From an optimization exercise on the open Yosys and OpenROAD flow, aimed at small area and a short achievable clock period; shortcuts taken in it are not production practice. At most, simulation tests tie the RTL to the original design; equivalence was not proved.

==> run H <==
==> flow/design.v <==
`timescale 1ns / 1ns
`timescale 1ns / 1ns
`timescale 1ns / 1ns
`timescale 1ns / 1ns
`timescale 1ns / 1ns
`timescale 1ns / 1ns
`timescale 1ns / 1ns
module circuit6(a, b, c, zero, z, Clk, Rst);
    input  Clk, Rst;
    input  signed [63:0] a, b, c, zero;
    output signed [63:0] z;
    reg    signed [63:0] z;
    wire        sa = a[63];
    wire        sc = c[63];
    wire [63:0] N   = sa ? (~a + 64'd1) : a;
    wire [63:0] D   = sc ? (~c + 64'd1) : c;
    wire [63:0] tgt = sa ? (~zero + 64'd1) : zero;
    reg  [5:0]  L;
    integer     k;
    always @(*) begin
        L = 6'd0;
        for (k = 0; k < 64; k = k + 1)
            if (D[k]) L = 6'd63 - k[5:0];
    end
    wire [63:0]  Dn = D << L;                   
    wire [126:0] X  = {63'd0, N} << L;          
    wire [63:0]  T1 = tgt << L;                 
    wire [64:0]  T2 = {1'b0, T1} - {1'b0, Dn};  
    wire         valid = (tgt < D);             
    wire [64:0] S [0:32];
    wire [64:0] C [0:32];
    assign S[0] = {2'b00, X[126:64]};
    assign C[0] = 65'd0;
    wire [65:0] Dn1 = {2'b00, Dn};            
    wire [65:0] Dn2 = {1'b0, Dn, 1'b0};       
    genvar j, i;
    generate
        for (j = 1; j <= 32; j = j + 1) begin : row
            wire [64:0] si = {S[j-1][62:0], X[65-2*j], X[64-2*j]};
            wire [64:0] ci = {C[j-1][62:0], 2'b00};
            wire [6:0]  yh = S[j-1][64:58] + C[j-1][64:58];
            wire [2:0]  dh = Dn[62:60];
            wire        sub, one, two;
            qsel QS(.yh(yh), .dh(dh), .sub(sub), .one(one), .two(two));
            wire [64:0] m = {65{sub}} ^ (({65{one}} & Dn1[64:0]) | ({65{two}} & Dn2[64:0]));
            assign S[j] = si ^ ci ^ m;
            assign C[j] = {(si[63:0] & ci[63:0]) | (si[63:0] & m[63:0]) | (ci[63:0] & m[63:0]), sub};
        end
    endgenerate
    wire m1, m2;
    sumeq E1(.s(S[32]), .c(C[32]), .k({1'b0, T1}), .eq(m1));
    sumeq E2(.s(S[32]), .c(C[32]), .k(T2), .eq(m2));
    wire gEQz = valid & (m1 | m2);
    wire [63:0] e = a - 64'd1;
    wire [63:0] f = c + 64'd1;
    always @(posedge Clk) begin
        if (Rst == 1'b1)
            z <= 64'd0;
        else
            z <= gEQz ? e : f;
    end
endmodule
module qsel(yh, dh, sub, one, two);
    input  [6:0] yh;
    input  [2:0] dh;
    output       sub, one, two;
    reg signed [7:0] m2, m1, m0, mm1;
    always @(*) begin
        case (dh)
            3'd0: begin m2 = 12; m1 = 4; m0 = -4; mm1 = -13; end
            3'd1: begin m2 = 14; m1 = 4; m0 = -6; mm1 = -15; end
            3'd2: begin m2 = 15; m1 = 4; m0 = -6; mm1 = -16; end
            3'd3: begin m2 = 16; m1 = 4; m0 = -6; mm1 = -18; end
            3'd4: begin m2 = 18; m1 = 6; m0 = -8; mm1 = -20; end
            3'd5: begin m2 = 20; m1 = 6; m0 = -8; mm1 = -20; end
            3'd6: begin m2 = 20; m1 = 8; m0 = -8; mm1 = -22; end
            default: begin m2 = 24; m1 = 8; m0 = -8; mm1 = -24; end
        endcase
    end
    wire signed [7:0] y = {yh[6], yh};
    wire ge2  = (y >= m2);
    wire ge1  = (y >= m1);
    wire ge0  = (y >= m0);
    wire gem1 = (y >= mm1);
    assign sub = ge1;
    assign two = ge2 | ~gem1;
    assign one = (ge1 & ~ge2) | (gem1 & ~ge0);
endmodule
module sumeq(s, c, k, eq);
    input  [64:0] s, c, k;
    output        eq;
    wire [64:0] kn = ~k;
    wire [64:0] x  = s ^ c ^ kn;
    wire [64:0] y  = {(s[63:0] & c[63:0]) | (s[63:0] & kn[63:0]) | (c[63:0] & kn[63:0]), 1'b0};
    assign eq = &(x ^ y);
endmodule
==> flow/run.sh <==
#!/bin/bash
# synth_recipe.tcl (not shown) runs the flow's synth.tcl, then flattens the netlist and writes it again
# the make line also repeats each setting of config.mk as NAME=value (left out here)
make -C /OpenROAD-flow-scripts/flow DESIGN_CONFIG=/design/flow/config.mk WORK_HOME=/design/flow/orfs CLKGATE_MAP_FILE= SYNTH_SCRIPT=/design/flow/synth_recipe.tcl finish
==> flow/config.mk <==
export PLATFORM = sky130hd
export DESIGN_NAME = circuit6
export DESIGN_NICKNAME = circuit6
export VERILOG_FILES = /design/flow/design.v
export SDC_FILE = /design/flow/constraint.sdc
export NUM_CORES = 8
export LEC_CHECK = 0
export ABC_AREA = 1
export CAP_MARGIN = 20
export CORE_MARGIN = 2
export CORE_UTILIZATION = 40
export SLEW_MARGIN = 20
==> flow/constraint.sdc <==
create_clock -name core_clock -period 240.0 [get_ports {Clk}]
set_input_delay 48.0000 -clock core_clock [delete_from_list [all_inputs] [get_ports {Clk}]]
set_output_delay 48.0000 -clock core_clock [all_outputs]
set_load 0.01 [all_outputs]
==> inputs of run D, as changes to run H <==
==> flow/design.v (replaced) <==
`timescale 1ns / 1ns
module SDEC(a,d);
    parameter DATAWIDTH = 32;
    input signed [DATAWIDTH-1:0] a;
    output reg signed [DATAWIDTH-1:0] d;
    always @(a) begin
        d <= a-1;
    end
endmodule
`timescale 1ns / 1ns
module SINC(a,d);
    parameter DATAWIDTH = 32;
    input signed [DATAWIDTH-1:0] a;
    output reg signed [DATAWIDTH-1:0] d;
    always @(a) begin
        d <= a+1;
    end
endmodule
`timescale 1ns/1ns
module SMOD(a, b, rem);
    parameter DATAWIDTH = 32;
    input signed [DATAWIDTH-1:0] a;
    input signed [DATAWIDTH-1:0] b;
    output reg signed [DATAWIDTH-1:0] rem;
    always @(a, b) begin
        rem <= a % b;  
    end
endmodule
`timescale 1ns / 1ns
module SCOMP(a,b,gt,lt,eq);
    parameter DATAWIDTH = 32;
    input signed [DATAWIDTH-1:0] a;
    input signed [DATAWIDTH-1:0] b;
    output reg gt,lt,eq;
    always @(a,b) begin
        gt <= 0; lt <= 0; eq <= 0;
        if (a>b) begin
            gt <= 1;
        end
        else if (a<b) begin
            lt <= 1;
        end
        else begin
            eq <= 1;
        end
    end
endmodule
`timescale 1ns/1ns
module SMUX2x1(a, b, sel, d);
    parameter DATAWIDTH = 32;
    input signed [DATAWIDTH-1:0] a;
    input signed [DATAWIDTH-1:0] b;
    input sel;
    output reg signed [DATAWIDTH-1:0] d;
    always @(a, b, sel)
        d = sel ? b : a;
endmodule
`timescale 1ns/1ns
module SREG(q, d, Clk, Rst);
    parameter   DATAWIDTH = 32;
    input Clk;
    input Rst;
    input signed [DATAWIDTH-1:0] d;
    output reg signed [DATAWIDTH-1:0] q;
    always @(posedge Clk) begin
        if (Rst == 1'b1)
            q <= 0;
        else
            q <= d;
    end
endmodule
`timescale 1ns / 1ns
module circuit6(a, b, c, zero, z, Clk, Rst);
    input  Clk, Rst;
    input  signed [63:0] a, b, c, zero;
    output signed [63:0] z;
    wire   signed [63:0] e, f, g, zwire;
    wire   gEQz;
    SDEC   #(.DATAWIDTH(64)) DEC_1(a, e);                    
    SINC   #(.DATAWIDTH(64)) INC_1(c, f);                    
    SMOD   #(.DATAWIDTH(64)) MOD_1(a, c, g);                 
    SCOMP  #(.DATAWIDTH(64)) COMP_1(g, zero, , ,gEQz);       
    SMUX2x1#(.DATAWIDTH(64)) MUX2x1_1(f, e, gEQz, zwire);    
    SREG   #(.DATAWIDTH(64)) REG_1(z, zwire, Clk, Rst);      
endmodule
==> qor summary <==
	run H	run D
Total number of vias	118815	207509
Setup bufs post-CTS	0	17
Buffers plus inverters on the worst setup path	143	218
Sequential portion of the cell area	0.958%	0.556%
Placeable Area	318000 um^2	356000 um^2
Xor-xnor portion of the synthesized cell area	17.4%	11.7%
Proportion of final cell area spent on non-clock buffers	3.66%	33.4%
HPWL reported at the end of detailed placement	416000 um	593000 um
Antenna cells	14	54
Final net count	18845	37624
Syn Nets	19619	28051
CTS clock-pin slew for the worst setup and hold paths	0.06 ns	0.07 ns
Outcome	no timing/DRC/antenna violations	no timing/DRC/antenna violations
For run H, only the layout was checked, not whether the RTL still works.

========
==> job 9747 <==
Another version of the RTL of circuit6 (not shown whole).
export LEC_CHECK = 0
export ABC_AREA = 1
export CAP_MARGIN = 20
export CORE_MARGIN = 2
export CORE_UTILIZATION = 40
export SLEW_MARGIN = 20
create_clock -name core_clock -period 240.0 [get_ports {Clk}]
standard.sh (not shown) runs the stock make flow with config.mk's settings and CLKGATE_MAP_FILE= SYNTH_SCRIPT=/design/flow/synth_recipe.tcl, a recipe that flattens the netlist after the stock synthesis.
==> flow/flow/run.sh <==
#!/bin/bash
# Standard ORFS layout, with the resizer asked to keep the critical paths well
# inside the clock period (a setup margin for its timing repair) so that the
# achieved period shrinks.  Same clock, constraints, synthesis, floorplan,
# power grid, CTS and routing as the standard flow.
set -euo pipefail
MARGIN=100
here=$(pwd)
bash standard.sh SETUP_SLACK_MARGIN=$MARGIN POST_RESIZE_TCL=$here/flow/post_resize.tcl finish \
  > $here/standard_flow.log 2>&1
==> flow/flow/post_resize.tcl <==
# after the placement-stage repair_design: repair setup with a margin, so
# that the placed design is already timing-optimised before CTS
set margin 100
puts "extra repair_timing with setup margin $margin"
repair_timing -setup -setup_margin $margin -verbose
report_worst_slack
==> job 4642: changes against job 9747 <==
--- a/flow/flow/run.sh
+++ b/flow/flow/run.sh
@@ -4,7 +4,7 @@
 # achieved period shrinks.  Same clock, constraints, synthesis, floorplan,
 # power grid, CTS and routing as the standard flow.
 set -euo pipefail
-MARGIN=100
+MARGIN=110
 here=$(pwd)
 bash standard.sh SETUP_SLACK_MARGIN=$MARGIN POST_RESIZE_TCL=$here/flow/post_resize.tcl finish \
   > $here/standard_flow.log 2>&1
==> flow/flow/post_resize.tcl (replaced) <==
# after the placement-stage repair_design: repair setup with a margin, so
# that global placement's result is already timing-optimised before CTS
puts "extra repair_timing with setup margin $::env(SETUP_SLACK_MARGIN)"
repair_timing -setup -setup_margin $::env(SETUP_SLACK_MARGIN) -verbose
report_worst_slack
==> summary.txt <==
# TYPE chip_impl_metric gauge
chip_impl_metric{name="setup_slack",unit="ns"} 101.77
chip_impl_metric{name="numCtsBuffers",unit=""} 9
chip_impl_metric{name="total_via_count_after_detailed_routing",unit=""} 134000
chip_impl_metric{name="drcViolationCount",unit=""} 0
chip_impl_metric{name="multi_input_area",unit="sq mm"} 0.125
chip_impl_metric{name="final.min_clock_period",unit="ns"} 138.23
chip_impl_info{name="clock_tree.root_cell",value="sky130_fd_sc_hd__clkbuf_16"} 1
chip_impl_metric{name="number_of_gates_on_the_worst_path_with_buffers_counted",unit=""} 510
chip_impl_metric{name="overflow",unit=""} 0
chip_impl_metric{name="grtUsageMet2",unit="%"} 50.9
chip_impl_info{name="hold_path.startpoint",value="c[6]"} 1
chip_impl_info{name="crit_slowest_cell",value="sky130_fd_sc_hd__fa_1"} 1
chip_impl_metric{name="detail_route.vias_per_cell",unit=""} 6.16
chip_impl_metric{name="layout.sequential_cells",unit=""} 64
chip_impl_info{name="run_status",value="no timing/DRC/antenna violations"} 1
chip_impl_metric{name="place_worst_setup_slack",unit="ns"} 99.06
chip_impl_info{name="endpoint",value="z[50]"} 1
the above is filed under job 9747

==> summary.txt <==
# TYPE chip_impl_metric gauge
chip_impl_info{name="run_status",value="did not finish"} 1
chip_impl_info{name="stop_stage",value="placement repair (3_4_place_resized)"} 1
chip_impl_info{name="flow.first_error",value="Error: resize.tcl, 39 can't read \"::env(SETUP_SLACK_MARGIN)\": no such variable"} 1
chip_impl_metric{name="synth_adder_area_share",unit="%"} 38.4
chip_impl_metric{name="io_pins",unit=""} 322
chip_impl_metric{name="syn_area_per_cell",unit="sq um"} 7.75
chip_impl_metric{name="place_congestion",unit=""} 1.03
chip_impl_metric{name="syn-num-nets",unit=""} 20300
chip_impl_metric{name="yosysSeqAreaShare",unit="%"} 0.961
chip_impl_metric{name="yosysUniqueCellTypes",unit=""} 92
chip_impl_metric{name="yosys-mux-area-fraction",unit="%"} 0.278
chip_impl_metric{name="synth_area",unit="sq mm"} 0.133
chip_impl_info{name="synth_ff_type",value="sky130_fd_sc_hd__dfxtp_1"} 1
chip_impl_info{name="largest_family_of_logic_cells_by_synthesized_area",value="adder cells"} 1
chip_impl_metric{name="placementRows",unit=""} 212
chip_impl_metric{name="initial_utilization",unit="%"} 40.1
chip_impl_metric{name="post_synth_and_or_nand_nor_area_fraction",unit="%"} 14.7
chip_impl_metric{name="asr_flop_ratio_synth",unit="%"} 0
the above is filed under job 4642

Function was not checked in any run of this note: the RTL went through the layout flow alone.

[static timing again, ports no longer ideal]
The results above use ideal ports. As a check the final layouts listed here were re-extracted and re-timed, cells and wires unchanged.
Step 1, drivers: a clkbuf_16 drives Clk and a buf_2 each remaining input, both assumed.
Step 2 times the ports against the registers' clock, not the clock port: input delays grow and output delays shrink by t, the midpoint of the rising clock arrivals with the driver on.
Slacks: no drivers / after step 1 / after step 2; pairs: no drivers / after step 1.
| run | t, ns | slack for setup (ns) | worst register clock-pin slew, ns | worst slew at a driven data input, ns | cell pins on the clock port's net |
|---|---|---|---|---|---|
| run H | 0.381 | 37.779 / 37.797 / 37.416 | 0.06 / 0.06 | 0.11 | 1 |
| run D | 0.427 | 7.942 / 7.931 / 7.504 | 0.08 / 0.08 | 0.34 | 1 |
| job 9747 | 0.348 | 101.772 / 101.743 / 101.394 | 0.05 / 0.05 | 0.18 | 1 |
After both steps setup and hold are still met in every run listed. The setup slack of run D, which loses most, moves by -0.011 ns with the drivers and by -0.438 ns with both steps.
